Source: an optimization exercise on an open RTL-to-GDS flow (aim: small area). Production flows keep margins and buffers that such runs may drop.
At most, simulation tests tie the RTL to the original design; equivalence was not proved.
The RTL of run 2 was laid out without a check of its function.
Power is estimated from default activity; no workload was simulated.

<file path="design/flow/design.v">
module motor_pwm_phase #(parameter SIZE=16)(
                        iCLK, iENABLE, iLOAD, iFIRST,
                        iPERIOD, iDUTY,
                        iCOUNTER, iCOUNTER_DB,
                        oPAD_P, oPAD_N );
  input iCLK, iENABLE, iLOAD, iFIRST;
  input [SIZE-1:0] iPERIOD, iDUTY, iCOUNTER, iCOUNTER_DB;
  output oPAD_P, oPAD_N;
  reg [SIZE-1:0] duty_q;
  wire [SIZE-1:0] duty_d = iLOAD ? iDUTY : duty_q;
  always @( posedge iCLK )
    duty_q <= duty_d;
  wire [SIZE:0] dc, sc;
  wire [SIZE-1:0] dif, sum;
  assign dc[0] = 1'b1;
  assign sc[0] = 1'b0;
  genvar i;
  generate
    for (i = 0; i < SIZE; i = i + 1) begin : g_add
      assign dif[i]  = iPERIOD[i] ^ ~duty_d[i] ^ dc[i];
      assign dc[i+1] = (iPERIOD[i] & ~duty_d[i]) | (dc[i] & (iPERIOD[i] ^ ~duty_d[i]));
      assign sum[i]  = iPERIOD[i] ^ duty_d[i] ^ sc[i];
      assign sc[i+1] = (iPERIOD[i] & duty_d[i]) | (sc[i] & (iPERIOD[i] ^ duty_d[i]));
    end
  endgenerate
  wire [SIZE-1:0] A = {1'b0, dif[SIZE-1:1]};
  wire [SIZE-1:0] C = {sc[SIZE] ^ ~dc[SIZE], sum[SIZE-1:1]};
  wire eqA = (iCOUNTER    == A);
  wire eqB = (iCOUNTER_DB == A);
  wire eqC = (iCOUNTER    == C);
  wire eqD = (iCOUNTER_DB == C);
  reg ltA, ltB, geC, geD;
  wire ltA_d = (iLOAD | ltA) & ~eqA;
  wire ltB_d = (iLOAD | ltB) & ~eqB;
  wire geC_d = (~iLOAD & geC) | eqC;
  wire geD_d = (~iLOAD & geD) | eqD;
  wire gtC = ~iLOAD & geC;
  wire gtD = ~iLOAD & geD;
  always @( negedge iCLK ) begin
    ltA <= ltA_d;
    ltB <= ltB_d;
    geC <= geC_d;
    geD <= geD_d;
  end
  reg pad_p, pad_n;
  always @( negedge iCLK or negedge iENABLE )
  begin
    if( !iENABLE ) begin
      pad_p <= 0;
      pad_n <= 1;
    end else begin
      pad_n <= iFIRST | ltA_d | gtD;
      pad_p <= ~iFIRST & ~ltB_d & ~gtC;
    end
  end
  assign oPAD_P = pad_p;
  assign oPAD_N = pad_n;
endmodule
module motor_pwm #(parameter SIZE=16)(
                    iCLK, iENABLE,
                    iPERIOD, iDEADBAND,
                    iDUTY_A, iDUTY_B, iDUTY_C,
                    oPAD_AP, oPAD_AN,
                    oPAD_BP, oPAD_BN,
                    oPAD_CP, oPAD_CN );
  input iCLK, iENABLE;
  input [SIZE-1:0] iPERIOD, iDEADBAND;
  input [SIZE-1:0] iDUTY_A, iDUTY_B, iDUTY_C;
  output oPAD_AP, oPAD_AN;
  output oPAD_BP, oPAD_BN;
  output oPAD_CP, oPAD_CN;
  reg [SIZE-1:0] counter;
  reg first;
  reg [SIZE-1:0] period_q, deadband_q;
  wire load = ~|counter;
  wire [SIZE-1:0] period_d   = load ? iPERIOD   : period_q;
  wire [SIZE-1:0] deadband_d = load ? iDEADBAND : deadband_q;
  wire [SIZE:0] lt;
  assign lt[0] = 1'b0;
  genvar i;
  generate
    for (i = 0; i < SIZE; i = i + 1) begin : g_cmp
      assign lt[i+1] = (~counter[i] & iPERIOD[i]) | (~(counter[i] ^ iPERIOD[i]) & lt[i]);
    end
  endgenerate
  wire wrap = first | ~lt[SIZE];
  wire [SIZE:0] ic;
  wire [SIZE-1:0] inc;
  assign ic[0] = 1'b1;
  generate
    for (i = 0; i < SIZE; i = i + 1) begin : g_inc
      assign inc[i]  = counter[i] ^ ic[i];
      assign ic[i+1] = counter[i] & ic[i];
    end
  endgenerate
  always @( posedge iCLK or negedge iENABLE )
    if( !iENABLE ) first <= 1'b1;
    else           first <= 1'b0;
  always @( posedge iCLK ) begin
    counter    <= wrap ? {SIZE{1'b0}} : inc;
    period_q   <= period_d;
    deadband_q <= deadband_d;
  end
  wire [SIZE:0] kc;
  wire [SIZE-1:0] kd;
  assign kc[0] = 1'b1;
  generate
    for (i = 0; i < SIZE; i = i + 1) begin : g_kd
      assign kd[i]   = counter[i] ^ ~deadband_d[i] ^ kc[i];
      assign kc[i+1] = (counter[i] & ~deadband_d[i]) | (kc[i] & (counter[i] ^ ~deadband_d[i]));
    end
  endgenerate
  motor_pwm_phase phaseA ( iCLK, iENABLE, load, first, period_d, iDUTY_A,
                           counter, kd, oPAD_AP, oPAD_AN );
  motor_pwm_phase phaseB ( iCLK, iENABLE, load, first, period_d, iDUTY_B,
                           counter, kd, oPAD_BP, oPAD_BN );
  motor_pwm_phase phaseC ( iCLK, iENABLE, load, first, period_d, iDUTY_C,
                           counter, kd, oPAD_CP, oPAD_CN );
endmodule
</file>
<file path="design/flow/run.sh">
#!/bin/bash
# synth_recipe.tcl (not shown) runs the flow's synth.tcl, then flattens the netlist and writes it again
# the make line also repeats each setting of config.mk as NAME=value (left out here)
make -C /OpenROAD-flow-scripts/flow DESIGN_CONFIG=/design/flow/config.mk WORK_HOME=/design/flow/orfs CLKGATE_MAP_FILE= SYNTH_SCRIPT=/design/flow/synth_recipe.tcl finish
</file>
<file path="design/flow/config.mk">
export PLATFORM = sky130hd
export DESIGN_NAME = motor_pwm
export DESIGN_NICKNAME = motor_pwm
export VERILOG_FILES = /design/flow/design.v
export SDC_FILE = /design/flow/constraint.sdc
export NUM_CORES = 4
export LEC_CHECK = 0
export CAP_MARGIN = 20
export CORE_MARGIN = 2
export CORE_UTILIZATION = 40
export SLEW_MARGIN = 20
</file>
<file path="design/flow/constraint.sdc">
create_clock -name core_clock -period 25.0 [get_ports {iCLK}]
set_input_delay 5.0000 -clock core_clock [delete_from_list [all_inputs] [get_ports {iCLK}]]
set_output_delay 5.0000 -clock core_clock [all_outputs]
set_load 0.01 [all_outputs]
</file>
==> impl_metrics.json, run 1 <==
{
  "status": "timing/DRC/antenna clean",
  "track_usage": 0.2337,
  "p_sw_mw": 0.5080,
  "finClkSkew_ns": 0.05881,
  "grt_max_degree": 54,
  "drtPass1Iterations": 5,
  "cp-startpoint": "iPERIOD[0]",
  "syn_area_um2": 8999,
  "syn-num-nets": 1061,
  "synthDistinctLibCells": 45,
  "ys_ff_latch": 115,
  "routed_wl_mm": 26.71,
  "insertion_delay_ns": 0.46,
  "port_buffers": 87,
  "post_dp_cell_area_um2": 10320,
  "die_h_um": 154.0,
  "pwr-share-seq": 0.178,
  "cellPowerDensity_nw_per_um2": 107.7,
  "p_comb_frac": 0.589,
  "core_um2": 21960,
  "finalHoldViolations": 0,
  "synth_top_area_frac": 0.2403,
  "dr_total_vias": 6263,
  "numCtsBuffers": 17,
  "max_slew.worst_pin.slew_ns": 1.011,
  "ys_top_cells_by_area": "dfxtp_1 24%, fa_1 22%, xor2_1 13%",
  "clk_path_buf_depth": 2,
  "hold_path_class": "reg2reg",
  "reg2reg_to": "phaseA.pad_p$_DFF_NN0_",
  "crit_slowest_cell": "fa_1",
  "setup_ws_ns": 0.1607,
  "drc": 0,
  "cts_tree": "done",
  "synth-seq-area-share": 0.2603,
  "grt_pass1_vias": 6591,
  "die-area_um2": 23710,
  "netlist_instances": 842,
  "reg2reg_from": "counter[13]$_SDFF_PP0_",
  "dp_slack_ns": -1.501,
  "required_ns": 12.88,
  "worstSetupStartpointType": "primary input",
  "sw_frac_of_total": 0.4144,
  "antenna_found_initial": 0,
  "rsz0062_at_grt": "yes",
  "relSlewSlack": 0.3243,
  "finalInstanceArea_um2": 11380,
  "wl_per_cell_um": 21.28,
  "vias_per_cell": 4.990,
  "endpoint_kind": "flip-flop",
  "p_total_mw": 1.226,
  "slew_viol_final": 0,
  "yosys_warnings": 2,
  "drtAntennaViolNets": 0,
  "initial_core_util": 0.4098,
  "synthTopCellsByCount": "129 x xor2_1, 108 x dfxtp_1, 101 x inv_1, 100 x fa_1, 71 x mux2i_1",
  "drive_above_1_share": 0.1949,
  "holdBufCountCts": 0,
  "hpwlAfterDp_mm": 21.72,
  "crit_end": "phaseA.pad_p$_DFF_NN0_",
  "worstSetupPathType": "in2reg",
  "row_count": 54,
  "synth_edf_count": 0,
  "area_growth_pct": 26.49,
  "htree_levels": 4,
  "synthFlopType": "dfxtp_1",
  "clock-root-buffer": "clkbuf_16",
  "cp.arrival_ns": 12.72,
  "synth_area_per_cell_um2": 10.69,
  "layout.nets": 1181,
  "die_w_um": 154.0,
  "clkSlewWorstSetupHoldPaths_ns": 0.05,
  "reg2reg_slack_ns": 2.66,
  "max-vdd-ir-drop_mv": 0.05083,
  "yosys.area.top_type": "dfxtp_1",
  "worstPathMaxFanout": 5,
  "grt.overflow.total": 0,
  "async_flop_share": 0.06087,
  "pin_count": 88,
  "r2r_cells": 27,
  "cts.sinks": 115,
  "antenna_cells": 0,
  "cpMostUsedCell": "fa_2",
  "drt_iter0_markers": 450,
  "p_leak_nw": 5.057,
  "grt_pass1_wl_mm": 40.35,
  "final-setup-viol-count": 0,
  "gp_congestion": 0.9910,
  "clkPwrFrac": 0.233,
  "p_int_mw": 0.7180,
  "max_cap_violations": 0,
  "post-synth-top-count-cell": "xor2_1",
  "max_stage_delay_ns": 0.50
}
==> sequential cells by signal, indices dropped and copies added (netlist names), 16 cells and up <==
register and count:
deadband_q 16, phaseB.duty_q 16, period_q 16, counter 16, phaseA.duty_q 16, phaseC.duty_q 16
==> stage by stage <==
stage                     std cells  setup TNS [ns]  hold slack (ns)  utilization
after global routing           1255         -0.1376           0.4836       0.5183
after CTS                      1255               0           0.4572       0.5126
final                          1255               0           0.4597       0.5183
after global placement         1208          -15.30           0.4339       0.4700
after detailed placement       1208          -17.22           0.4443       0.4700
after floorplan                 842               0           0.4095            -
==> power groups by stage <==
| stage | clock, mW | sequential (mW) | combinational [mW] |
|---|---|---|---|
| finish | 0.285 | 0.218 | 0.723 |
| global route | 0.298 | 0.221 | 0.778 |
| CTS | 0.289 | 0.218 | 0.695 |
| detailed placement | 0.00392 | 0.222 | 0.652 |
| global placement | 0.00392 | 0.221 | 0.655 |
| floorplan | 0.00392 | 0.218 | 0.466 |
==> cell usage in the layout, fill, tap and decap left out, types with 3 or more instances in the layout <==
cell / netlist / routed
nand2_1: 29 / 26
and3_1: 3 / 3
xor2_1: 129 / 128
buf_4: 11 / 45
nor2b_1: 14 / 14
a211oi_2: 0 / 3
dfstp_2: 4 / 4
inv_2: 0 / 4
a311oi_1: 3 / 3
ha_1: 37 / 37
a211o_1: 3 / 3
inv_1: 101 / 111
xnor2_1: 66 / 63
a41oi_2: 3 / 3
mux2i_1: 71 / 70
fa_1: 100 / 31
nor4_2: 0 / 8
fa_2: 0 / 69
dfxtp_1: 108 / 108
nand2_2: 0 / 3
nand4_1: 33 / 33
o21a_1: 3 / 3
clkbuf_1: 19 / 3
bufinv_16: 0 / 5
nor4_4: 3 / 5
dfrtn_1: 3 / 3
nand3_1: 14 / 14
nor2_1: 13 / 12
clkbuf_16: 0 / 17
dlymetal6s2s_1: 0 / 3
clkdlybuf4s50_1: 0 / 82
a22o_1: 6 / 6
nor4_1: 18 / 8
clkbuf_8: 0 / 3
==> what timing repair did <==
action / in CTS / in global routing
endpoints found under the setup margin: 18 / 18
gates cloned: 0 / 0
endpoints found under the hold margin: 0 / 0
gates resized for setup: 66 / 51
buffers inserted: 1 / 2
pin swaps: 19 / 38
==> cell type report <==
cell class | count | area [µm²]
fillers | 2006 | 10580
multi-input cells | 579 | 6367
flip-flops and latches | 115 | 2342
repair buffers | 134 | 1239
clock buffers | 23 | 478.0
inverters | 100 | 375.4
well taps | 280 | 350.3
clock inverters | 24 | 230.2
==> worst max-delay path, delay by kind of cell <==
family                   cells  cell delay (ns)
buffers and inverters        4             0.44
XOR/XNOR                     1             0.15
AO/OA/AOI/OAI                3             0.60
adder cells (fa/ha/maj)     15             6.00
AND/OR/NAND/NOR              3             0.54
==> worst min-delay path by stage <==
| stage | start | end | slack, ns | cells past startpoint |
|---|---|---|---|---|
| 2_1_floorplan | phaseA.geC$_DFF_N_ | phaseA.pad_p$_DFF_NN0_ | 0.41 | 1 |
| 3_3_place_gp | deadband_q[0]$_DFF_P_ | deadband_q[0]$_DFF_P_ | 0.43 | 2 |
| 3_5_place_dp | deadband_q[0]$_DFF_P_ | deadband_q[0]$_DFF_P_ | 0.44 | 2 |
| 4_1_cts | deadband_q[0]$_DFF_P_ | deadband_q[0]$_DFF_P_ | 0.46 | 2 |
| 5_1_grt | phaseC.duty_q[0]$_DFF_P_ | phaseC.duty_q[0]$_DFF_P_ | 0.48 | 2 |
| 6_report | deadband_q[0]$_DFF_P_ | deadband_q[0]$_DFF_P_ | 0.46 | 2 |
==> kinds of logic (layout without fill, tap and decap cells) <==
logic type / count (synthesis) / in the layout / synth area share
AOI/OAI and AO/OA: 39 / 39 / 0.03601
buffers and inverters: 148 / 281 / 0.06994
and+or+nand+nor: 135 / 135 / 0.08815
xor gates and xnor gates: 195 / 195 / 0.1898
adders and majority gates: 137 / 137 / 0.2739
muxes: 72 / 72 / 0.08148
DFF: 115 / 115 / 0.2603
other: 1 / 1 / 0.0004167
==> metal layers <==
| layer | share of wire | routed length, µm | vias to the layer above | track usage |
|---|---|---|---|---|
| met3 | 0.053 | 1421 | 39 | 0.04932 |
| met1 | 0.44 | 11690 | 3055 | 0.3018 |
| li1 | - | - | 2967 | - |
| met5 | 0 | 0 | - | 0 |
| met4 | 0.020 | 538 | 0 | 0.06720 |
| met2 | 0.49 | 13050 | 202 | 0.3961 |
==> run 2, diff against run 1 <==
--- a/design/flow/design.v
+++ b/design/flow/design.v
@@ -1,30 +1,30 @@
 module motor_pwm_phase #(parameter SIZE=16)(
                         iCLK, iENABLE, iLOAD, iFIRST,
-                        iPERIOD, iDUTY,
+                        iPERIOD, iPERIOD_N, iDUTY,
                         iCOUNTER, iCOUNTER_DB,
                         oPAD_P, oPAD_N );
   input iCLK, iENABLE, iLOAD, iFIRST;
-  input [SIZE-1:0] iPERIOD, iDUTY, iCOUNTER, iCOUNTER_DB;
+  input [SIZE-1:0] iPERIOD, iPERIOD_N, iDUTY, iCOUNTER, iCOUNTER_DB;
   output oPAD_P, oPAD_N;
   reg [SIZE-1:0] duty_q;
   wire [SIZE-1:0] duty_d = iLOAD ? iDUTY : duty_q;
   always @( posedge iCLK )
     duty_q <= duty_d;
   wire [SIZE:0] dc, sc;
-  wire [SIZE-1:0] dif, sum;
-  assign dc[0] = 1'b1;
+  wire [SIZE-1:0] ndif, sum;
+  assign dc[0] = 1'b0;
   assign sc[0] = 1'b0;
   genvar i;
   generate
     for (i = 0; i < SIZE; i = i + 1) begin : g_add
-      assign dif[i]  = iPERIOD[i] ^ ~duty_d[i] ^ dc[i];
-      assign dc[i+1] = (iPERIOD[i] & ~duty_d[i]) | (dc[i] & (iPERIOD[i] ^ ~duty_d[i]));
+      assign ndif[i] = iPERIOD_N[i] ^ duty_d[i] ^ dc[i];
+      assign dc[i+1] = (iPERIOD_N[i] & duty_d[i]) | (dc[i] & (iPERIOD_N[i] ^ duty_d[i]));
       assign sum[i]  = iPERIOD[i] ^ duty_d[i] ^ sc[i];
       assign sc[i+1] = (iPERIOD[i] & duty_d[i]) | (sc[i] & (iPERIOD[i] ^ duty_d[i]));
     end
   endgenerate
-  wire [SIZE-1:0] A = {1'b0, dif[SIZE-1:1]};
-  wire [SIZE-1:0] C = {sc[SIZE] ^ ~dc[SIZE], sum[SIZE-1:1]};
+  wire [SIZE-1:0] A = {1'b0, ~ndif[SIZE-1:1]};
+  wire [SIZE-1:0] C = {sc[SIZE] ^ dc[SIZE], sum[SIZE-1:1]};
   wire eqA = (iCOUNTER    == A);
   wire eqB = (iCOUNTER_DB == A);
   wire eqC = (iCOUNTER    == C);
@@ -71,8 +71,8 @@
   output oPAD_CP, oPAD_CN;
   reg [SIZE-1:0] counter;
   reg first;
+  reg load;
   reg [SIZE-1:0] period_q, deadband_q;
-  wire load = ~|counter;
   wire [SIZE-1:0] period_d   = load ? iPERIOD   : period_q;
   wire [SIZE-1:0] deadband_d = load ? iDEADBAND : deadband_q;
   wire [SIZE:0] lt;
@@ -80,7 +80,7 @@
   genvar i;
   generate
     for (i = 0; i < SIZE; i = i + 1) begin : g_cmp
-      assign lt[i+1] = (~counter[i] & iPERIOD[i]) | (~(counter[i] ^ iPERIOD[i]) & lt[i]);
+      assign lt[i+1] = iPERIOD[i] ? (~counter[i] | lt[i]) : (~counter[i] & lt[i]);
     end
   endgenerate
   wire wrap = first | ~lt[SIZE];
@@ -98,6 +98,7 @@
     else           first <= 1'b0;
   always @( posedge iCLK ) begin
     counter    <= wrap ? {SIZE{1'b0}} : inc;
+    load       <= wrap;
     period_q   <= period_d;
     deadband_q <= deadband_d;
   end
@@ -110,10 +111,11 @@
       assign kc[i+1] = (counter[i] & ~deadband_d[i]) | (kc[i] & (counter[i] ^ ~deadband_d[i]));
     end
   endgenerate
-  motor_pwm_phase phaseA ( iCLK, iENABLE, load, first, period_d, iDUTY_A,
+  wire [SIZE-1:0] period_n = ~period_d;
+  motor_pwm_phase phaseA ( iCLK, iENABLE, load, first, period_d, period_n, iDUTY_A,
                            counter, kd, oPAD_AP, oPAD_AN );
-  motor_pwm_phase phaseB ( iCLK, iENABLE, load, first, period_d, iDUTY_B,
+  motor_pwm_phase phaseB ( iCLK, iENABLE, load, first, period_d, period_n, iDUTY_B,
                            counter, kd, oPAD_BP, oPAD_BN );
-  motor_pwm_phase phaseC ( iCLK, iENABLE, load, first, period_d, iDUTY_C,
+  motor_pwm_phase phaseC ( iCLK, iENABLE, load, first, period_d, period_n, iDUTY_C,
                            counter, kd, oPAD_CP, oPAD_CN );
 endmodule
==> run 2 against run 1 <==
  * Combinational power decreased by 2.8%
  * Die area is 1.6% lower
  * Largest cell class unchanged
  * Clock power shrank 4%
  * Final cell count decreased by 4.1%
  * Global-route usage fell by 1.5 points
  * Routed wire length fell by 7.6%
  * Non-clock buffer count down 5
  * Total power is 1.6% lower
  * Still clean
  * Setup slack gained 0.12 ns
  * Critical path type unchanged
==> impl_metrics.json, run 2 <==
{
  "worstPathMaxFanout": 5,
  "antenna_cells": 0,
  "gp_congestion": 0.9360,
  "max-vdd-ir-drop_mv": 0.05752,
  "stdcell_count": 1203,
  "finClkSkew_ns": 0.05264,
  "synth-seq-area-share": 0.2669,
  "clkSlewWorstSetupHoldPaths_ns": 0.06,
  "cp.arrival_ns": 12.61,
  "p_total_mw": 1.207,
  "synth_top_area_frac": 0.2465,
  "synthFlopType": "dfxtp_1",
  "drc": 0,
  "hold_path_class": "reg2reg",
  "cts.sinks": 116,
  "drtAntennaViolNets": 0,
  "htree_levels": 4,
  "max_stage_delay_ns": 0.49,
  "worst-path-buf-inv": 3,
  "post-place-cells": 1155,
  "synth_edf_count": 0,
  "p_leak_nw": 4.711,
  "critPathTopFamily": "adder cells",
  "path_cells": "clkdlybuf4s50_1 -> mux2_4 -> buf_4 -> nand2_1 -> fa_1 -> fa_1 -> fa_2 -> fa_2 -> fa_1 -> fa_1 -> fa_1 -> fa_1 -> fa_1 -> fa_1 -> fa_2 -> fa_1 -> fa_1 -> fa_1 -> inv_1 -> fa_2 -> xnor2_2 -> nand4_1 -> nor4_2 -> a21o_1",
  "async_flop_share": 0.06034,
  "die_w_um": 152.8,
  "hpwlAfterDp_mm": 20.27,
  "post-synth-top-count-cell": "xor2_1",
  "final_common_cell": "xor2_1",
  "cellPowerDensity_nw_per_um2": 109.5,
  "required_ns": 12.90,
  "max_cap_violations": 0,
  "netlist_instances": 792,
  "area_growth_pct": 24.55,
  "status": "timing/DRC/antenna clean",
  "grt.overflow.total": 0,
  "antenna_found_initial": 0,
  "insertion_delay_ns": 0.45,
  "syn-num-nets": 993,
  "ys_ff_latch": 116,
  "vias_per_cell": 4.917,
  "dr_total_vias": 5915,
  "clock-root-buffer": "clkbuf_16",
  "die-area_um2": 23340,
  "core_um2": 21760,
  "cts_tree": "done",
  "initial_core_util": 0.4069,
  "yosys.area.top_type": "dfxtp_1",
  "ys_top_cells_by_area": "dfxtp_1 25%, fa_1 24%, xor2_1 11%",
  "clk_path_buf_depth": 2,
  "grt_pass1_vias": 6209,
  "worstSetupPathType": "in2reg",
  "holdBufCountCts": 0,
  "endpoint_kind": "flip-flop",
  "final_cell_mix": "115 x xor2_1, 108 x dfxtp_1, 105 x inv_1, 86 x clkdlybuf4s50_1",
  "die_h_um": 152.8,
  "synth_area_per_cell_um2": 11.18,
  "relSlewSlack": 0.3337,
  "synthDistinctLibCells": 63,
  "drive_above_1_share": 0.1831,
  "yosys_warnings": 2,
  "grt_pass1_wl_mm": 37.97,
  "synthTopCellsByCount": "115 x xor2_1, 109 x dfxtp_1, 104 x fa_1, 91 x inv_1, 75 x xnor2_1",
  "grt_max_degree": 36,
  "wl_per_cell_um": 20.51,
  "pin_count": 88,
  "holdWs_ns": 0.4532,
  "finalInstanceArea_um2": 11030,
  "slew_viol_final": 0,
  "layout.nets": 1111,
  "numCtsBuffers": 17,
  "port_buffers": 87,
  "final-setup-viol-count": 0,
  "drtPass1Iterations": 4,
  "rsz0062_at_grt": "yes",
  "finalHoldViolations": 0,
  "max_slew.worst_pin.slew_ns": 0.9717,
  "post_dp_cell_area_um2": 10160,
  "worstSetupStartpointType": "primary input",
  "cpMostUsedCell": "fa_1",
  "crit_slowest_cell": "clkdlybuf4s50_1",
  "syn_area_um2": 8852,
  "row_count": 54,
  "utilization": 0.5068,
  "drt_iter0_markers": 405,
  "track_usage": 0.2188,
  "routed_wl_mm": 24.67
}
run 2: cell types whose count changed after synthesis, sizes merged, moves of 7 or more:
cell	delta
ha	-22
nand2	-22
a21boi	+14
xor2	-14
nand3	-10
xnor2	+10
inv	-9
clkbuf	-8
nor3	+8
mux2	+7
nand4	-7
run 2: final timing paths:
kind / start / to / slack (ns) / depth (start not counted)
max in group asynchronous: iENABLE / phaseC.pad_n$_DFF_NN1_ / 7.35 / 1
min in group asynchronous: iENABLE / first$_DFF_PN1_ / 5.14 / 1
hold / removal: period_q[9]$_DFF_P_ / period_q[9]$_DFF_P_ / 0.45 / 2
setup reg to reg: load$_DFF_P_ / phaseB.pad_n$_DFF_NN1_ / 4.41 / 21
setup / recovery: iPERIOD[0] / phaseA.geC$_DFF_N_ / 0.29 / 24
hold reg to reg: period_q[9]$_DFF_P_ / period_q[9]$_DFF_P_ / 0.45 / 2
run 2: cell families after synthesis:
group                    Yosys count  share of synthesized area
XOR/XNOR                         191                     0.1898
buffers and inverters            138                    0.07025
adder cells (fa/ha/maj)          121                     0.2588
flip-flops                       116                     0.2669
AND/OR/NAND/NOR                   97                    0.06686
multiplexers                      80                    0.09145
AO/OA/AOI/OAI                     48                    0.05555
other                              1                  0.0004236
run 2: through the flow:
stage / setup TNS [ns] / setup WS (ns)
floorplan: 0 / 0.02293
global placement: -6.798 / -0.5974
detailed placement: -8.414 / -0.7042
CTS: 0 / 0.02440
global route: -0.09138 / -0.06822
finish: 0 / 0.2856
run 2: worst reg2reg max path, delay by kind of cell (launching register included):
family | cells | cell delay (ns)
adder cells (fa/ha/maj) | 15 | 5.78
AND/OR/NAND/NOR | 3 | 0.88
flip-flops | 1 | 0.68
multiplexers | 1 | 0.45
AO/OA/AOI/OAI | 1 | 0.15
XOR/XNOR | 1 | 0.09
run 2: final cells by class:
class / count / area (µm²)
Fill cell: 1983 / 10730
Multi-Input combinational cell: 538 / 6063
Sequential cell: 116 / 2366
Timing Repair Buffer: 129 / 1201
Clock buffer: 23 / 478.0
Inverter: 93 / 362.8
Tap cell: 280 / 350.3
Clock inverter: 24 / 203.9
run 2: metal layers:
layer,track usage,vias up,routed length (µm)
met1,0.3047,2904,11390
met4,0.05203,0,336
li1,-,2801,-
met5,0,-,0
met3,0.03840,19,1194
met2,0.3564,191,11760
run 2: what timing repair did:
action,CTS,global route
setup endpoints to repair,10,14
buffers inserted,0,2
resized for setup,25,25
pin swaps,12,12
run 2: report_power, final:
part | leakage, nW | internal [mW] | switching, mW
logic | 3.33 | 0.316 | 0.387
clock network | 0.383 | 0.177 | 0.0979
registers | 0.995 | 0.211 | 0.0177
total | 4.71 | 0.705 | 0.502
==> run 3, diff against run 2 <==
--- a/design/flow/design.v
+++ b/design/flow/design.v
@@ -36,7 +36,7 @@
   wire geD_d = (~iLOAD & geD) | eqD;
   wire gtC = ~iLOAD & geC;
   wire gtD = ~iLOAD & geD;
-  always @( negedge iCLK ) begin
+  always @( posedge iCLK ) begin
     ltA <= ltA_d;
     ltB <= ltB_d;
     geC <= geC_d;
--- a/design/flow/config.mk
+++ b/design/flow/config.mk
@@ -7,5 +7,8 @@
 export LEC_CHECK = 0
 export CAP_MARGIN = 20
 export CORE_MARGIN = 2
-export CORE_UTILIZATION = 40
+export CORE_UTILIZATION = 65
+export CTS_BUF_LIST = sky130_fd_sc_hd__clkbuf_4
+export CTS_CLUSTER_DIAMETER = 50
+export CTS_CLUSTER_SIZE = 20
 export SLEW_MARGIN = 20
==> run 3 against run 2 <==
  * Still clean on timing, DRC and antenna
  * Total power decreased by 6.7%
  * Register-to-register slack got worse by 0.84 ns
  * Clock skew increased by 0.027 ns
  * Hold slack improved by 0.034 ns
  * Sequential cell count unchanged
  * First-iteration DRC count increased by 45%
  * Core utilization increased by 26 points
  * Design area decreased by 3.7%
  * Die area decreased by 36%
  * Synthesized cell count increased by 4.4%
  * Non-clock buffer count decreased by 4
  * Via count increased by 7.8%
  * Critical path type unchanged
  * Largest cell class unchanged
  * Largest power group unchanged
  * Highest routed layer unchanged
==> impl_metrics.json, run 3 <==
{
  "final_common_cell": "xor2_1",
  "cpMostUsedCell": "fa_1",
  "dp_slack_ns": -0.7197,
  "worstSetupStartpointType": "primary input",
  "finalHoldViolations": 0,
  "syn_area_um2": 9145,
  "cp.arrival_ns": 12.74,
  "final_cell_mix": "132 x xor2_1, 108 x dfxtp_1, 87 x inv_1, 87 x clkdlybuf4s50_1, 76 x fa_1",
  "die-area_um2": 15030,
  "row_count": 43,
  "routed_wl_mm": 25.24,
  "synth_edf_count": 0,
  "slew_viol_final": 0,
  "cts_tree": "done",
  "status": "timing/DRC/antenna clean",
  "grt_use_met1": 0.4833,
  "drtAntennaViolNets": 0,
  "holdBufCountCts": 0,
  "pin_count": 88,
  "holdWs_ns": 0.4872,
  "endpoint_kind": "flip-flop",
  "synthDistinctLibCells": 55,
  "crit_slowest_cell": "clkdlybuf4s50_1",
  "clkSlewWorstSetupHoldPaths_ns": 0.11,
  "post-cts-setup-buffers": 0,
  "numCtsBuffers": 17,
  "stdcell_count": 1119,
  "hold_path_class": "reg2reg",
  "max-vdd-ir-drop_mv": 0.05349,
  "synth_area_per_cell_um2": 11.06,
  "use_met2": 0.5792,
  "ys_top_cells_by_area": "dfxtp_1 24%, fa_1 23%, xor2_1 13%",
  "grt_pass1_vias": 6756,
  "tns_ns": 0,
  "port_buffers": 87,
  "drtPass1Iterations": 8,
  "gp_congestion": 1.024,
  "max_cap_violations": 0,
  "use_met3": 0.07017,
  "antenna_found_initial": 1,
  "clk_path_buf_depth": 2,
  "cellPowerDensity_nw_per_um2": 106.1,
  "netlist_instances": 827,
  "top_usage_layer": "met2",
  "die_w_um": 122.6,
  "utilization": 0.7677,
  "yosys_warnings": 2,
  "worstPathMaxFanout": 4,
  "track_usage": 0.3584,
  "post-synth-top-count-cell": "xor2_1",
  "cts.sinks": 116,
  "synth_top_area_frac": 0.2386,
  "grt.overflow.total": 0,
  "synth-seq-area-share": 0.2583,
  "initial_core_util": 0.6614,
  "max_slew.worst_pin.slew_ns": 1.001,
  "clock-root-buffer": "clkbuf_4",
  "drt_iter0_markers": 586,
  "async_flop_share": 0.06034,
  "max_stage_delay_ns": 0.53,
  "required_ns": 12.99,
  "drive_above_1_share": 0.1547,
  "core_um2": 13830,
  "wl_per_cell_um": 22.55,
  "hpwlAfterDp_mm": 20.61,
  "post-place-cells": 1080,
  "drc": 0,
  "synthFlopType": "dfxtp_1",
  "relSlewSlack": 0.3138,
  "ys_ff_latch": 116,
  "final-setup-viol-count": 0,
  "synthTopCellsByCount": "132 x xor2_1, 109 x dfxtp_1, 104 x fa_1, 85 x inv_1, 72 x mux2i_1",
  "syn-num-nets": 1028,
  "die_h_um": 122.6,
  "area_growth_pct": 16.08,
  "yosys.area.top_type": "dfxtp_1",
  "worstSetupPathType": "in2reg",
  "grt_pass1_wl_mm": 38.65,
  "htree_levels": 4,
  "finClkSkew_ns": 0.07977,
  "p_leak_nw": 4.526,
  "insertion_delay_ns": 0.55,
  "dr_total_vias": 6374,
  "layout.nets": 1125,
  "vias_per_cell": 5.696,
  "grt_max_degree": 50,
  "setup_ws_ns": 0.2517
}
==> run 3: changes by cell type after synthesis, sizes merged, moves of 4 or more <==
cell	previous run	this run
a21boi	14	0
buf	33	41
nand2b	1	6
nand3b	1	28
nand4	27	33
nor2b	9	14
nor4	21	17
o22ai	3	18
or2b	5	1
xnor2	76	60
xor2	115	132
==> run 3: stage by stage <==
step                area [µm²]  total power, mW
finish                   10620            1.127
global route             10610            1.197
CTS                      10520            1.104
detailed placement       10230           0.9564
global placement         10230           0.9431
floorplan                 9184           0.7559
==> run 3: kinds of logic after synthesis <==
family	count (synthesis)	share of synthesized area
other cells	1	0.0004101
compound gates	42	0.05240
buf+inv	140	0.07224
flops	116	0.2583
fa+ha+maj	120	0.2494
mux	80	0.08989
xor+xnor	192	0.1859
simple gates	136	0.09140
==> run 3: path summary, 6_finish.rpt <==
kind | startpoint | depth (start not counted) | endpoint | slack (ns)
max in group asynchronous | iENABLE | 1 | phaseC.pad_n$_DFF_NN1_ | 7.40
max reg2reg | load$_DFF_P_ | 24 | phaseB.pad_p$_DFF_NN0_ | 3.57
min in group asynchronous | iENABLE | 1 | first$_DFF_PN1_ | 5.04
min reg2reg | phaseA.ltA$_DFF_P_ | 2 | phaseA.ltA$_DFF_P_ | 0.49
min | phaseA.ltA$_DFF_P_ | 2 | phaseA.ltA$_DFF_P_ | 0.49
max | iPERIOD[1] | 25 | phaseA.pad_p$_DFF_NN0_ | 0.25
==> run 3: what timing repair did <==
item,4_1_cts,5_1_grt
gates resized for setup,5,14
setup endpoints to repair,3,6
pin swaps,3,13
cloned,0,0
==> run 3: layer usage <==
layer	share of wire	up-vias
li1	-	2895
met1	0.43	3150
met2	0.48	285
met3	0.073	44
met4	0.025	0
met5	0	-
==> run 3: layout make-up <==
type / count / area, µm²
multi-input combinational: 571 / 6228
timing repair buffer: 125 / 1167
antenna: 2 / 5.005
tap: 180 / 225.2
clock inverter: 17 / 147.6
fill: 893 / 3212
clock buffer: 18 / 135.1
inverter: 90 / 340.3
sequential: 116 / 2366
==> run 3: critical path: cells and delay by family <==
family                   cells  cell delay, ns
AO/OA/AOI/OAI                1            0.25
XOR/XNOR                     1            0.15
adder cells (fa/ha/maj)     15            5.56
buffers and inverters        4            0.98
multiplexers                 1            0.13
AND/OR/NAND/NOR              3            0.67
==> run 3: report_power, final <==
group / leakage, nW / internal [mW] / switching [mW] / total [mW]
Clock: 0.156 / 0.0601 / 0.0802 / 0.140
Combinational: 3.37 / 0.323 / 0.423 / 0.746
Sequential: 0.995 / 0.212 / 0.0280 / 0.240
==> run 4, diff against run 3 <==
--- a/design/flow/config.mk
+++ b/design/flow/config.mk
@@ -8,7 +8,7 @@
 export CAP_MARGIN = 20
 export CORE_MARGIN = 2
 export CORE_UTILIZATION = 65
-export CTS_BUF_LIST = sky130_fd_sc_hd__clkbuf_4
-export CTS_CLUSTER_DIAMETER = 50
-export CTS_CLUSTER_SIZE = 20
+export CTS_BUF_LIST = sky130_fd_sc_hd__clkbuf_8
+export CTS_CLUSTER_DIAMETER = 60
+export CTS_CLUSTER_SIZE = 30
 export SLEW_MARGIN = 20
==> run 4 against run 3 <==
  * Total power is 4.3% higher
  * Count of clock-buffer cells in the layout grew 1
  * Clock skew shrank 0.025 ns
  * Area after synthesis is the same
  * Non-clock buffer count is 1 higher
  * Synthesized cell count stayed put
  * Largest cell class unchanged
  * Die area unchanged
  * Via count is 1.4% higher
==> impl_metrics.json, run 4 <==
{
  "worstSetupStartpointType": "primary input",
  "slew_viol_final": 0,
  "max_stage_delay_ns": 0.47,
  "holdWs_ns": 0.4769,
  "endpoint_kind": "flip-flop",
  "drtAntennaViolNets": 0,
  "vias_per_cell": 5.779,
  "relSlewSlack": 0.2935,
  "max_cap_violations": 0,
  "synth_top_area_frac": 0.2386,
  "finalHoldViolations": 0,
  "ys_ff_latch": 116,
  "die-area_um2": 15030,
  "cts_tree": "done",
  "p_leak_nw": 4.595,
  "finClkSkew_ns": 0.05491,
  "numCtsBuffers": 17,
  "grt_pass1_vias": 6913,
  "cts.sinks": 116,
  "routed_wl_mm": 26.03,
  "status": "timing/DRC/antenna clean",
  "synth_area_per_cell_um2": 11.06,
  "drtPass1Iterations": 5,
  "yosys.area.top_type": "dfxtp_1",
  "clk_path_buf_depth": 2,
  "synthTopCellsByCount": "132 x xor2_1, 109 x dfxtp_1, 104 x fa_1, 85 x inv_1, 72 x mux2i_1",
  "async_flop_share": 0.06034,
  "drc": 0,
  "post-synth-top-count-cell": "xor2_1",
  "synth-seq-area-share": 0.2583,
  "initial_core_util": 0.6614,
  "critPathTopFamily": "adder cells",
  "final_cell_mix": "132 x xor2_1, 108 x dfxtp_1, 88 x inv_1, 86 x clkdlybuf4s50_1, 73 x fa_1",
  "holdBufCountCts": 0,
  "core_um2": 13830,
  "ys_top_cells_by_area": "dfxtp_1 24%, fa_1 23%, xor2_1 13%",
  "rsz0062_at_grt": "no",
  "worstPathMaxFanout": 4,
  "hold_path_class": "reg2reg",
  "synth_edf_count": 0,
  "worst-path-buf-inv": 4,
  "die_w_um": 122.6,
  "min_from": "phaseA.ltA$_DFF_P_",
  "grt.overflow.total": 0,
  "insertion_delay_ns": 0.46,
  "reg2reg_to": "phaseA.pad_p$_DFF_NN0_",
  "tns_ns": 0,
  "yosys_warnings": 2,
  "required_ns": 12.92,
  "final_common_cell": "xor2_1",
  "syn_area_um2": 9145,
  "grt_pass1_wl_mm": 39.74,
  "syn-num-nets": 1028,
  "worstSetupPathType": "in2reg",
  "htree_levels": 4,
  "post-place-cells": 1080,
  "clock-root-buffer": "clkbuf_8",
  "netlist_instances": 827,
  "cp.arrival_ns": 12.68,
  "cellPowerDensity_nw_per_um2": 109.2,
  "grt_max_degree": 50,
  "area_growth_pct": 17.60,
  "pin_count": 88,
  "synthDistinctLibCells": 55,
  "die_h_um": 122.6,
  "gp_congestion": 1.024,
  "reg2reg_slack_ns": 3.59,
  "stdcell_count": 1118,
  "synthFlopType": "dfxtp_1",
  "whs_path_depth": 2,
  "layout.nets": 1126,
  "wl_per_cell_um": 23.28,
  "final-setup-viol-count": 0,
  "row_count": 43,
  "drt_iter0_markers": 599,
  "r2r_cells": 23,
  "max-vdd-ir-drop_mv": 0.06631,
  "track_usage": 0.3692,
  "reg2reg_from": "load$_DFF_P_",
  "drive_above_1_share": 0.1599,
  "max_slew.worst_pin.slew_ns": 1.030,
  "clkSlewWorstSetupHoldPaths_ns": 0.08,
  "dr_total_vias": 6461,
  "port_buffers": 87,
  "antenna_cells": 0,
  "holdPathEnd": "phaseA.ltA$_DFF_P_",
  "cpMostUsedCell": "fa_1",
  "hpwlAfterDp_mm": 20.61,
  "antenna_found_initial": 0,
  "crit_slowest_cell": "clkdlybuf4s50_1"
}
-- run 4: kinds of logic after synthesis --
kind of cell	count (synthesis)	share of synthesized area
AOI/OAI and AO/OA	42	0.05240
xor gates and xnor gates	192	0.1859
adders and majority gates	120	0.2494
buffers and inverters	140	0.07224
DFF	116	0.2583
muxes	80	0.08989
other	1	0.0004101
and+or+nand+nor	136	0.09140
-- run 4: worst max-delay path by stage --
stage / start / endpoint / cells after the start
2_1_floorplan: iDUTY_B[0] / phaseB.pad_n$_DFF_NN1_ / 22
3_3_place_gp: iDUTY_B[0] / phaseB.pad_n$_DFF_NN1_ / 23
3_5_place_dp: iDUTY_B[0] / phaseB.pad_n$_DFF_NN1_ / 23
4_1_cts: iPERIOD[1] / phaseA.pad_p$_DFF_NN0_ / 25
5_1_grt: iPERIOD[0] / phaseA.pad_p$_DFF_NN0_ / 26
6_report: iPERIOD[0] / phaseA.pad_p$_DFF_NN0_ / 26
-- run 4: stage by stage --
step	total power, mW	instance area, µm²	utilization	setup slack, ns
after floorplan	0.7559	9184	-	0.03062
final	1.175	10750	0.7778	0.2357
after detailed placement	0.9564	10230	0.7398	-0.7197
after CTS	1.151	10650	0.7705	0.008826
after global placement	0.9431	10230	0.7398	-0.5247
after global routing	1.244	10750	0.7778	0.008499
-- run 4: power breakdown --
part           internal [mW]  total (mW)  switching, mW
Combinational          0.326       0.756          0.430
Sequential             0.213       0.240         0.0278
Clock                 0.0938       0.178         0.0844
-- run 4: layer usage --
layer,up-vias,part of all wire,GRT usage
li1,2896,-,-
met1,3228,0.42,0.4871
met2,289,0.48,0.6024
met3,48,0.071,0.06645
met4,0,0.028,0.1530
met5,-,0,0
-- run 4: cell type report --
cell class	count	area, µm²
sequential	116	2366
clock inverter	16	143.9
timing repair buffer	126	1181
fill	875	3073
inverter	90	340.3
multi-input combinational	571	6236
tap	180	225.2
clock buffer	19	261.5
-- run 4: worst min-delay path: stages (launching register included) --
cell and delay [ns]:
dfxtp_1 0.30, nor2_1 0.07, nor2_1 0.06
-- run 4: what timing repair did --
item	CTS	global route
gates resized for setup	9	15
setup endpoints to repair	4	6
setup buffers	0	1
pin swaps	3	21
==> run 5, diff against run 4 <==
==> design/flow/flow/run.sh (new file) <==
#!/bin/bash
# Standard ORFS layout (the standard.sh, standard synthesis unchanged), with the
# port buffers inserted as the smallest buffer cell instead of the default choice.
set -euo pipefail
export BUFFER_PORTS_ARGS="-buffer_cell sky130_fd_sc_hd__buf_1"
bash standard.sh "BUFFER_PORTS_ARGS=$BUFFER_PORTS_ARGS" finish > standard_make.log 2>&1
==> design/flow/standard.sh (new file) <==
#!/bin/bash
# synth_recipe.tcl (not shown) runs the flow's synth.tcl, then flattens the netlist and writes it again
# the make line also repeats each setting of config.mk as NAME=value (left out here)
make -C /OpenROAD-flow-scripts/flow DESIGN_CONFIG=/design/flow/config.mk WORK_HOME=/design/flow/orfs CLKGATE_MAP_FILE= SYNTH_SCRIPT=/design/flow/synth_recipe.tcl "${@:-finish}"
--- a/design/flow/config.mk
+++ b/design/flow/config.mk
@@ -8,7 +8,7 @@
 export CAP_MARGIN = 20
 export CORE_MARGIN = 2
 export CORE_UTILIZATION = 65
-export CTS_BUF_LIST = sky130_fd_sc_hd__clkbuf_8
-export CTS_CLUSTER_DIAMETER = 60
-export CTS_CLUSTER_SIZE = 30
+export CTS_BUF_LIST = sky130_fd_sc_hd__clkbuf_4
+export CTS_CLUSTER_DIAMETER = 50
+export CTS_CLUSTER_SIZE = 20
 export SLEW_MARGIN = 20
removed: design/flow/run.sh
==> run 5 against run 4 <==
  * Still clean on timing, DRC and antenna
  * Sequential power is essentially flat
  * Global-route usage shrank 0.84 points
  * Synthesized cell count is the same
  * Via count is 2.1% lower
==> impl_metrics.json, run 5 <==
{
  "cp-startpoint": "iDUTY_B[0]",
  "gp_congestion": 1.032,
  "status": "timing/DRC/antenna clean",
  "pwr-share-seq": 0.212,
  "synthTopCellsByCount": "132 x xor2_1, 109 x dfxtp_1, 104 x fa_1, 85 x inv_1, 72 x mux2i_1",
  "clkSlewWorstSetupHoldPaths_ns": 0.12,
  "holdBufCountCts": 0,
  "p_int_mw": 0.5904,
  "synth_area_per_cell_um2": 11.06,
  "p_sw_mw": 0.5370,
  "drc": 0,
  "utilization": 0.7218,
  "track_usage": 0.3608,
  "numCtsBuffers": 17,
  "cts_tree": "done",
  "slew_viol_final": 0,
  "reg2reg_from": "load$_DFF_P_",
  "post-synth-top-count-cell": "xor2_1",
  "clkPwrFrac": 0.136,
  "relSlewSlack": 0.2555,
  "async_flop_share": 0.06034,
  "synth_top_family_by_area": "adder cells",
  "worstPathMaxFanout": 3,
  "synth-seq-area-share": 0.2583,
  "finalInstanceArea_um2": 9981,
  "ys_top_cells_by_area": "dfxtp_1 24%, fa_1 23%, xor2_1 13%",
  "p_comb_frac": 0.652,
  "p_leak_nw": 4.254,
  "reg2reg_to": "phaseB.pad_n$_DFF_NN1_",
  "crit_end": "phaseB.pad_n$_DFF_NN1_",
  "finClkSkew_ns": 0.07546,
  "cp.arrival_ns": 12.68,
  "pin_count": 88,
  "synthSimpleGateAreaFrac": 0.09139,
  "routed_wl_mm": 25.12,
  "row_count": 43,
  "sw_frac_of_total": 0.4763,
  "synth_edf_count": 0,
  "port_buffers": 87,
  "synthDistinctLibCells": 55,
  "rsz0062_at_grt": "no",
  "max_slew.worst_pin.slew_ns": 1.117,
  "synth_top_area_frac": 0.2386,
  "finalHoldViolations": 0,
  "syn_area_um2": 9145,
  "final_common_cell": "xor2_1",
  "dr_total_vias": 6328,
  "clock-root-buffer": "clkbuf_4",
  "r2r_cells": 23,
  "antenna_found_initial": 1,
  "setup_ws_ns": 0.2795,
  "max_cap_violations": 0,
  "drtPass1Iterations": 5,
  "area_growth_pct": 9.139,
  "hpwlAfterDp_mm": 20.68,
  "ys_ff_latch": 116,
  "initial_core_util": 0.6614,
  "fillers": 1040,
  "final_cell_mix": "132 x xor2_1, 108 x dfxtp_1, 87 x inv_1, 87 x buf_1, 86 x fa_1",
  "final-setup-viol-count": 0,
  "grt_pass1_wl_mm": 38.76,
  "synth_xor_xnor_area_share": 0.1859,
  "hold_path_class": "reg2reg",
  "drt_iter0_markers": 443,
  "cts.sinks": 116,
  "die_h_um": 122.6,
  "synth.area.mux_share": 0.08989,
  "worstSetupStartpointType": "primary input",
  "grt_pass1_vias": 6832,
  "vias_per_cell": 5.691,
  "die-area_um2": 15030,
  "endpoint_kind": "flip-flop",
  "syn-num-nets": 1028,
  "ff_latch_area_um2": 2366,
  "synthAdderAreaFrac": 0.2494,
  "max-vdd-ir-drop_mv": 0.05675,
  "htree_levels": 4,
  "yosys_warnings": 2,
  "post_dp_cell_area_um2": 9610,
  "worstSetupPathType": "in2reg",
  "multi_input_area_um2": 6177,
  "cellPowerDensity_nw_per_um2": 113.0,
  "dp_slack_ns": -0.3604,
  "required_ns": 12.96,
  "drive_above_1_share": 0.1327,
  "reg2reg_slack_ns": 3.75,
  "drtAntennaViolNets": 0,
  "clk_path_buf_depth": 2,
  "grt.overflow.total": 0,
  "tns_ns": 0,
  "grt_max_degree": 44,
  "wl_per_cell_um": 22.59,
  "core_um2": 13830,
  "die_w_um": 122.6,
  "layout.nets": 1115,
  "netlist_instances": 827,
  "synthFlopType": "dfxtp_1",
  "synth_compound_area_frac": 0.05240,
  "insertion_delay_ns": 0.55,
  "yosys.area.top_type": "dfxtp_1"
}
==> run 5: stage by stage <==
| stage | power, mW | std cells | hold slack (ns) |
|---|---|---|---|
| floorplan | 0.7559 | 827 | 0.4184 |
| global placement | 0.9365 | 1070 | 0.4600 |
| detailed placement | 0.9480 | 1070 | 0.4605 |
| CTS | 1.106 | 1104 | 0.4842 |
| global route | 1.195 | 1112 | 0.4975 |
| finish | 1.127 | 1112 | 0.4878 |
==> run 5: repair_timing <==
item,4_1_cts,5_1_grt
buffers inserted,0,1
setup endpoints to repair,0,3
gates resized for setup,0,5
==> run 5: power by group through the flow <==
stage / clock, mW / sequential, mW / combinational [mW]
floorplan: 0.000998 / 0.224 / 0.531
global placement: 0.000998 / 0.240 / 0.695
detailed placement: 0.000998 / 0.243 / 0.704
CTS: 0.155 / 0.238 / 0.712
global route: 0.164 / 0.242 / 0.789
finish: 0.154 / 0.239 / 0.735
==> run 5: final cells by class <==
type,instances,share of cell area
clock buffer,17,0.01279
antenna,5,0.001254
multi-input combinational,571,0.6189
tap,180,0.02256
timing repair buffer,115,0.05416
inverter,90,0.03410
sequential,116,0.2371
clock inverter,18,0.01918
==> run 5: worst min path at each step <==
stage	endpoint	slack, ns	start	cells past startpoint
2_1_floorplan	phaseB.geD$_DFF_P_	0.42	phaseB.geD$_DFF_P_	2
3_3_place_gp	phaseC.ltB$_DFF_P_	0.46	phaseC.ltB$_DFF_P_	1
3_5_place_dp	phaseB.geD$_DFF_P_	0.46	phaseB.geD$_DFF_P_	2
4_1_cts	phaseB.ltA$_DFF_P_	0.48	phaseB.ltA$_DFF_P_	2
5_1_grt	phaseB.ltA$_DFF_P_	0.50	phaseB.ltA$_DFF_P_	2
6_report	phaseB.ltA$_DFF_P_	0.49	phaseB.ltA$_DFF_P_	2
==> run 5: worst max-delay path: stages <==
cell,delay (ns)
buf_1,0.06
mux2_2,0.28
nor2b_1,0.15
fa_1,0.42
fa_1,0.43
fa_1,0.43
fa_1,0.43
fa_2,0.38
fa_2,0.37
fa_2,0.38
fa_2,0.38
fa_2,0.37
fa_2,0.37
fa_2,0.38
fa_2,0.38
fa_2,0.37
fa_1,0.43
fa_1,0.58
xor2_1,0.17
nand4_1,0.11
nor4_1,0.28
nor2_1,0.09
or3b_2,0.45
==> run 5: logic make-up (layout without fill, tap and decap cells) <==
kind of cell    Yosys count  in the layout
xor+xnor                192            192
buf+inv                 140            240
simple gates            136            136
fa+ha+maj               120            120
flops                   116            116
mux                      80             80
compound gates           42             42
other cells               1              6
==> run 5: per-layer routing <==
metal  up-vias  global-route usage  part of all wire
li1       2885                   -                 -
met1      3155              0.4737              0.42
met2       238              0.5726              0.47
met3        50              0.1022             0.072
met4         0              0.1300             0.032
met5         -                   0                 0
==> run 6, diff against run 5 <==
--- a/design/flow/design.v
+++ b/design/flow/design.v
@@ -8,23 +8,24 @@
   output oPAD_P, oPAD_N;
   reg [SIZE-1:0] duty_q;
   wire [SIZE-1:0] duty_d = iLOAD ? iDUTY : duty_q;
+  wire [SIZE-1:0] duty_n = ~duty_d;
   always @( posedge iCLK )
     duty_q <= duty_d;
   wire [SIZE:0] dc, sc;
   wire [SIZE-1:0] ndif, sum;
-  assign dc[0] = 1'b0;
-  assign sc[0] = 1'b0;
+  assign dc[0] = 1'b1;
+  assign sc[0] = 1'b1;
   genvar i;
   generate
     for (i = 0; i < SIZE; i = i + 1) begin : g_add
-      assign ndif[i] = iPERIOD_N[i] ^ duty_d[i] ^ dc[i];
-      assign dc[i+1] = (iPERIOD_N[i] & duty_d[i]) | (dc[i] & (iPERIOD_N[i] ^ duty_d[i]));
-      assign sum[i]  = iPERIOD[i] ^ duty_d[i] ^ sc[i];
-      assign sc[i+1] = (iPERIOD[i] & duty_d[i]) | (sc[i] & (iPERIOD[i] ^ duty_d[i]));
+      assign ndif[i] = ~(iPERIOD[i] ^ duty_n[i] ^ dc[i]);
+      assign dc[i+1] = (iPERIOD[i] & duty_n[i]) | (dc[i] & (iPERIOD[i] ^ duty_n[i]));
+      assign sum[i]  = ~(iPERIOD_N[i] ^ duty_n[i] ^ sc[i]);
+      assign sc[i+1] = (iPERIOD_N[i] & duty_n[i]) | (sc[i] & (iPERIOD_N[i] ^ duty_n[i]));
     end
   endgenerate
   wire [SIZE-1:0] A = {1'b0, ~ndif[SIZE-1:1]};
-  wire [SIZE-1:0] C = {sc[SIZE] ^ dc[SIZE], sum[SIZE-1:1]};
+  wire [SIZE-1:0] C = {~sc[SIZE] ^ ~dc[SIZE], sum[SIZE-1:1]};
   wire eqA = (iCOUNTER    == A);
   wire eqB = (iCOUNTER_DB == A);
   wire eqC = (iCOUNTER    == C);
==> design/flow/flow/run.sh (replaced) <==
#!/bin/bash
# Standard ORFS layout (the standard.sh, standard synthesis unchanged), with the
# port buffers inserted as the smallest buffer cell and no dummy clock loads in CTS.
set -euo pipefail
BP="-buffer_cell sky130_fd_sc_hd__buf_1"
CTS="-sink_clustering_enable -repair_clock_nets -buf_list sky130_fd_sc_hd__clkbuf_4 -sink_clustering_size 20 -sink_clustering_max_diameter 50 -dont_use_dummy_load"
export BUFFER_PORTS_ARGS="$BP" CTS_ARGS="$CTS"
bash standard.sh "BUFFER_PORTS_ARGS=$BP" "CTS_ARGS=$CTS" finish > standard_make.log 2>&1
--- a/design/flow/config.mk
+++ b/design/flow/config.mk
@@ -11,4 +11,5 @@
 export CTS_BUF_LIST = sky130_fd_sc_hd__clkbuf_4
 export CTS_CLUSTER_DIAMETER = 50
 export CTS_CLUSTER_SIZE = 20
+export GPL_TIMING_DRIVEN = 0
 export SLEW_MARGIN = 20
==> run 6 against run 5 <==
  * Clock power fell by 37%
  * Via count down 2.0%
  * Setup slack worse by 0.11 ns
  * Highest routed layer unchanged
  * Area after synthesis fell by 6.2%
  * Largest cell class unchanged
  * Design area shrank 5.7%
  * Core utilization up 1.5 points
  * Count of clock-buffer cells in the layout unchanged
  * First-iteration DRC count shrank 12%
==> impl_metrics.json, run 6 <==
{
  "pwr-share-seq": 0.251,
  "clkPwrFrac": 0.116,
  "post-synth-top-count-cell": "xnor2_1",
  "synth-seq-area-share": 0.2755,
  "post-place-cells": 1036,
  "numCtsBuffers": 17,
  "fillers": 875,
  "slew_viol_final": 0,
  "holdPathEnd": "phaseA.geD$_DFF_P_",
  "whs_path_depth": 2,
  "vias_per_cell": 5.851,
  "syn_area_um2": 8576,
  "p_sw_mw": 0.3703,
  "initial_core_util": 0.6714,
  "worstSetupPathType": "in2reg",
  "async_flop_share": 0.06034,
  "drtAntennaViolNets": 0,
  "required_ns": 12.95,
  "synth_edf_count": 0,
  "gp_congestion": 0.9630,
  "synth_top_area_frac": 0.2544,
  "layout.nets": 1091,
  "routed_wl_mm": 25.68,
  "ys_top_cells_by_area": "dfxtp_1 25%, fa_1 24%, xnor2_1 15%",
  "stdcell_count": 1060,
  "synthTopCellsByCount": "145 x xnor2_1, 109 x dfxtp_1, 104 x fa_1, 77 x inv_1, 62 x mux2i_1",
  "hold_path_class": "reg2reg",
  "ys_ff_latch": 116,
  "clk_path_buf_depth": 2,
  "utilization": 0.7367,
  "clkSlewWorstSetupHoldPaths_ns": 0.10,
  "p_comb_frac": 0.633,
  "sw_frac_of_total": 0.4404,
  "final-setup-viol-count": 0,
  "clock-root-buffer": "clkbuf_4",
  "row_count": 41,
  "status": "timing/DRC/antenna clean",
  "grt_max_degree": 17,
  "htree_levels": 4,
  "pin_count": 88,
  "drt_iter0_markers": 388,
  "synthFlopType": "dfxtp_1",
  "max_cap_violations": 0,
  "core_um2": 12770,
  "rsz0062_at_grt": "no",
  "min_from": "phaseA.geD$_DFF_P_",
  "reg2reg_slack_ns": 2.41,
  "holdWs_ns": 0.4708,
  "reg2reg_from": "load$_DFF_P_",
  "r2r_cells": 24,
  "tns_ns": 0,
  "final_common_cell": "xnor2_1",
  "relSlewSlack": 0.2028,
  "worstPathMaxFanout": 4,
  "antenna_found_initial": 1,
  "antenna_cells": 0,
  "grt_pass1_wl_mm": 38.97,
  "yosys.area.top_type": "dfxtp_1",
  "finClkSkew_ns": 0.08196,
  "finalHoldViolations": 0,
  "synthDistinctLibCells": 45,
  "worstSetupStartpointType": "primary input",
  "insertion_delay_ns": 0.57,
  "synth_area_per_cell_um2": 11.04,
  "port_buffers": 87,
  "hpwlAfterDp_mm": 21.42,
  "track_usage": 0.3834,
  "cp-startpoint": "iPERIOD[0]",
  "dr_total_vias": 6202,
  "p_leak_nw": 3.778,
  "grt.overflow.total": 0,
  "cts_tree": "done",
  "drc": 0,
  "max_slew.worst_pin.slew_ns": 1.196,
  "cellPowerDensity_nw_per_um2": 89.35,
  "area_growth_pct": 9.732,
  "die-area_um2": 14130,
  "p_int_mw": 0.4705,
  "netlist_instances": 777,
  "drive_above_1_share": 0.1081,
  "die_w_um": 118.9,
  "endpoint_kind": "flip-flop",
  "cp.arrival_ns": 12.79,
  "reg2reg_to": "phaseA.pad_n$_DFF_NN1_",
  "syn-num-nets": 978,
  "yosys_warnings": 2,
  "max-vdd-ir-drop_mv": 0.05332,
  "final_cell_mix": "143 x xnor2_1, 109 x dfxtp_1, 94 x buf_1, 80 x fa_1, 79 x inv_1",
  "drtPass1Iterations": 5,
  "cts.sinks": 116,
  "die_h_um": 118.9,
  "wl_per_cell_um": 24.23,
  "grt_pass1_vias": 6935
}
run 6: stage by stage:
step	power, mW	setup WS [ns]	cell area [µm²]
final	0.8409	0.1661	9410
after global routing	0.8843	0.005372	9410
after CTS	0.8289	0.03973	9354
after detailed placement	0.7302	-0.7745	9159
after global placement	0.7187	-0.7111	9159
after floorplan	0.5912	-0.008549	8617
run 6: power by group through the flow:
stage               clock, mW  combinational, mW  sequential, mW
floorplan            0.000998              0.378           0.213
global placement     0.000998              0.504           0.214
detailed placement   0.000998              0.514           0.215
CTS                    0.0965              0.521           0.211
global route            0.105              0.567           0.212
finish                 0.0976              0.532           0.211
run 6: timing repair:
item / in CTS / in global routing
pin swaps: 2 / 5
endpoints found under the setup margin: 5 / 6
resized for setup: 9 / 12
setup buffers: 2 / 3
hold buffers: 0 / 0
run 6: layout make-up:
class / instances / area [µm²] / share of cell area
repair buffers: 92 / 364.1 / 0.03869
well taps: 172 / 215.2 / 0.02287
multi-input cells: 540 / 5851 / 0.6217
plain buffers: 43 / 190.2 / 0.02021
flip-flops and latches: 116 / 2362 / 0.2510
clock inverters: 3 / 11.26 / 0.001197
clock buffers: 17 / 127.6 / 0.01356
inverters: 77 / 289.0 / 0.03071
run 6: worst max-delay path by stage:
stage	endpoint	slack [ns]	depth (start not counted)
2_1_floorplan	phaseB.pad_n$_DFF_NN1_	-0.009	20
3_3_place_gp	phaseB.pad_p$_DFF_NN0_	-0.71	22
3_5_place_dp	phaseB.pad_p$_DFF_NN0_	-0.77	23
4_1_cts	phaseA.pad_n$_DFF_NN1_	0.04	22
5_1_grt	phaseA.pad_n$_DFF_NN1_	0.005	24
6_report	phaseA.pad_n$_DFF_NN1_	0.17	24
run 6: cells by family (layout without fill, tap and decap cells):
group	Yosys count	count (layout)	share of synthesized area
AOI/OAI and AO/OA	43	43	0.03983
xor gates and xnor gates	192	192	0.1961
adders and majority gates	120	120	0.2658
buffers and inverters	121	232	0.05632
DFF	116	116	0.2755
muxes	80	80	0.09600
other	1	1	0.0004373
and+or+nand+nor	104	104	0.07003
run 6: routing by layer:
metal  track usage  share of wire  vias up
met5             0              0        -
met4        0.1845          0.048        0
met3        0.1015          0.075       84
met2        0.6268           0.48      290
met1        0.4731           0.39     3102
li1              -              -     2726
run 6: worst max-delay path: stages:
cell and delay [ns]:
buf_1 0.12, mux2i_4 0.22, buf_4 0.16, nand2_1 0.06, fa_1 0.37, fa_1 0.40
fa_1 0.40, fa_1 0.39, fa_1 0.40, fa_1 0.40, fa_2 0.38, fa_1 0.40
fa_1 0.40, fa_1 0.42, fa_2 0.36, fa_2 0.40, fa_1 0.40, fa_2 0.38
fa_2 0.65, xnor2_2 0.15, nand4_1 0.14, nor2_1 0.18, a31oi_1 0.12, or3b_2 0.47
==> run 7, diff against run 6 <==
--- a/design/flow/config.mk
+++ b/design/flow/config.mk
@@ -7,9 +7,8 @@
 export LEC_CHECK = 0
 export CAP_MARGIN = 20
 export CORE_MARGIN = 2
-export CORE_UTILIZATION = 65
+export CORE_UTILIZATION = 78
 export CTS_BUF_LIST = sky130_fd_sc_hd__clkbuf_4
 export CTS_CLUSTER_DIAMETER = 50
 export CTS_CLUSTER_SIZE = 20
-export GPL_TIMING_DRIVEN = 0
 export SLEW_MARGIN = 20
==> run 7 against run 6 <==
  * Global-route usage is 4.2 points higher
  * Non-clock buffer count is 40 lower
  * Still clean
  * Count of clock-buffer cells in the layout stayed put
  * Sequential share of layout area is 0.77 points higher
  * Critical path type unchanged
  * Final cell count is 6.7% lower
  * Highest routed layer unchanged
  * Hold slack better by 0.0041 ns
  * Core utilization is 11 points higher
  * Register-to-register slack better by 1.3 ns
  * Clock skew is 0.015 ns higher
  * Design area is 2.8% lower
==> impl_metrics.json, run 7 <==
{
  "final_common_cell": "xnor2_1",
  "min_from": "phaseB.geD$_DFF_P_",
  "final_cell_mix": "145 x xnor2_1, 108 x dfxtp_1, 90 x fa_1, 87 x buf_1, 79 x inv_1",
  "worstSetupPathType": "in2reg",
  "cellPowerDensity_nw_per_um2": 90.87,
  "ys_ff_latch": 116,
  "synthDistinctLibCells": 45,
  "antenna_found_initial": 0,
  "synthFlopType": "dfxtp_1",
  "required_ns": 12.95,
  "async_flop_share": 0.06034,
  "rsz0062_at_grt": "no",
  "drc": 0,
  "slew_viol_final": 0,
  "grt_max_degree": 49,
  "synth-seq-area-share": 0.2755,
  "holdWs_ns": 0.4748,
  "pin_count": 88,
  "worstSetupStartpointType": "primary input",
  "insertion_delay_ns": 0.57,
  "htree_levels": 4,
  "area_growth_pct": 6.653,
  "vias_per_cell": 6.269,
  "wl_per_cell_um": 23.58,
  "netlist_instances": 777,
  "synth_top_area_frac": 0.2544,
  "relSlewSlack": 0.3660,
  "max_cap_violations": 0,
  "drive_above_1_share": 0.08373,
  "post-cts-setup-buffers": 0,
  "reg2reg_to": "phaseB.pad_n$_DFF_NN1_",
  "finClkSkew_ns": 0.09659,
  "dr_total_vias": 6200,
  "dp_slack_ns": -0.3722,
  "final-setup-viol-count": 0,
  "path_cells": "buf_1 -> mux2_4 -> fa_1 -> fa_1 -> fa_1 -> fa_1 -> fa_1 -> fa_1 -> fa_1 -> fa_1 -> fa_1 -> fa_2 -> fa_2 -> fa_2 -> fa_2 -> fa_2 -> fa_1 -> xor2_1 -> nor4_1 -> a31oi_1 -> or3b_2",
  "max_stage_delay_ns": 0.53,
  "syn_area_um2": 8576,
  "row_count": 38,
  "worstPathMaxFanout": 4,
  "drtPass1Iterations": 6,
  "drt_iter0_markers": 531,
  "clkSlewWorstSetupHoldPaths_ns": 0.08,
  "setup_ws_ns": 0.1907,
  "crit_slowest_cell": "fa_1",
  "track_usage": 0.4257,
  "synth_edf_count": 0,
  "die_w_um": 108.9,
  "cts_tree": "done",
  "synthTopCellsByCount": "145 x xnor2_1, 109 x dfxtp_1, 104 x fa_1, 77 x inv_1, 62 x mux2i_1",
  "numCtsBuffers": 17,
  "holdPathEnd": "phaseB.geD$_DFF_P_",
  "endpoint_kind": "flip-flop",
  "die-area_um2": 11850,
  "post-synth-top-count-cell": "xnor2_1",
  "max-vdd-ir-drop_mv": 0.06672,
  "port_buffers": 87,
  "whs_path_depth": 2,
  "hpwlAfterDp_mm": 19.18,
  "yosys.area.top_type": "dfxtp_1",
  "core_um2": 10790,
  "ys_top_cells_by_area": "dfxtp_1 25%, fa_1 24%, xnor2_1 15%",
  "post_dp_cell_area_um2": 8992,
  "max_slew.worst_pin.slew_ns": 0.9477,
  "p_leak_nw": 3.670,
  "layout.nets": 1051,
  "routed_wl_mm": 23.32,
  "gp_congestion": 1.167,
  "finalHoldViolations": 0,
  "finalInstanceArea_um2": 9146,
  "clock-root-buffer": "clkbuf_4",
  "drtAntennaViolNets": 0,
  "reg2reg_from": "load$_DFF_P_",
  "clk_path_buf_depth": 2,
  "r2r_cells": 21,
  "hold_path_class": "reg2reg",
  "die_h_um": 108.9,
  "yosys_warnings": 2,
  "grt_pass1_wl_mm": 35.80,
  "synth_area_per_cell_um2": 11.04,
  "p_total_mw": 0.8311,
  "reg2reg_slack_ns": 3.73,
  "grt_pass1_vias": 6598,
  "grt.overflow.total": 0,
  "cp.arrival_ns": 12.76,
  "cpMostUsedCell": "fa_1",
  "status": "timing/DRC/antenna clean",
  "cts.sinks": 116,
  "syn-num-nets": 978,
  "initial_core_util": 0.7946
}
[run 7: cell types whose count changed in the layout (fill, tap and decap cells not counted), moves of 2 or more]
| cell | delta |
|---|---|
| buf_2 | -11 |
| xnor2_1 | +2 |
| xnor2_2 | -2 |
| clkbuf_1 | -22 |
| buf_1 | -7 |
| fa_2 | -10 |
| fa_1 | +10 |
[run 7: routing by layer]
layer / wire length [µm] / vias to the layer above / GRT usage
li1: - / 2648 / -
met4: 1304 / 0 / 0.2225
met2: 11050 / 383 / 0.6777
met3: 2293 / 114 / 0.1303
met5: 0 / - / 0
met1: 8672 / 3055 / 0.5242
[run 7: kinds of logic after synthesis]
family,share of synthesized area
XOR/XNOR,0.1961
AO/OA/AOI/OAI,0.03983
other,0.0004373
AND/OR/NAND/NOR,0.07003
multiplexers,0.09600
buffers and inverters,0.05632
flip-flops,0.2755
adder cells (fa/ha/maj),0.2658
[run 7: cell type report]
cell class | count | area, µm²
repair buffers | 95 | 386.6
clock buffers | 17 | 127.6
well taps | 140 | 175.2
inverters | 77 | 289.0
multi-input cells | 540 | 5788
fillers | 592 | 1647
diodes | 1 | 2.502
flip-flops and latches | 116 | 2366
clock inverters | 3 | 11.26
[run 7: worst max-delay path by stage]
stage | endpoint | slack [ns] | start
2_1_floorplan | phaseB.pad_n$_DFF_NN1_ | -0.009 | iPERIOD[1]
3_3_place_gp | phaseC.pad_n$_DFF_NN1_ | -0.25 | iPERIOD[1]
3_5_place_dp | phaseC.pad_n$_DFF_NN1_ | -0.37 | iPERIOD[1]
4_1_cts | phaseB.pad_p$_DFF_NN0_ | 0.13 | iPERIOD[1]
5_1_grt | phaseB.pad_n$_DFF_NN1_ | 0.03 | iPERIOD[1]
6_report | phaseB.pad_n$_DFF_NN1_ | 0.19 | iPERIOD[1]
[run 7: through the flow]
step	cells	TNS, ns	utilization
finish	989	0	0.8474
global route	988	0	0.8472
CTS	988	0	0.8457
detailed placement	969	-1.922	0.8332
global placement	969	-0.9686	0.8332
floorplan	777	-0.008549	-
[run 7: repair_timing]
| item | in CTS | in global routing |
|---|---|---|
| endpoints found under the setup margin | 0 | 4 |
| gates resized for setup | 0 | 5 |
| hold buffers | 0 | 0 |
[run 7: worst max-delay path, delay by kind of cell]
kind / cells / cell delay [ns]
muxes: 1 / 0.30
AOI/OAI and AO/OA: 1 / 0.14
xor gates and xnor gates: 1 / 0.17
and+or+nand+nor: 2 / 0.64
adders and majority gates: 15 / 6.41
buffers and inverters: 1 / 0.09
[run 7: report_power, final]
part	leakage [nW]	switching [mW]	internal [mW]
registers	0.994	0.0128	0.204
logic	2.58	0.287	0.234
clock network	0.0942	0.0613	0.0315
total	3.67	0.361	0.470
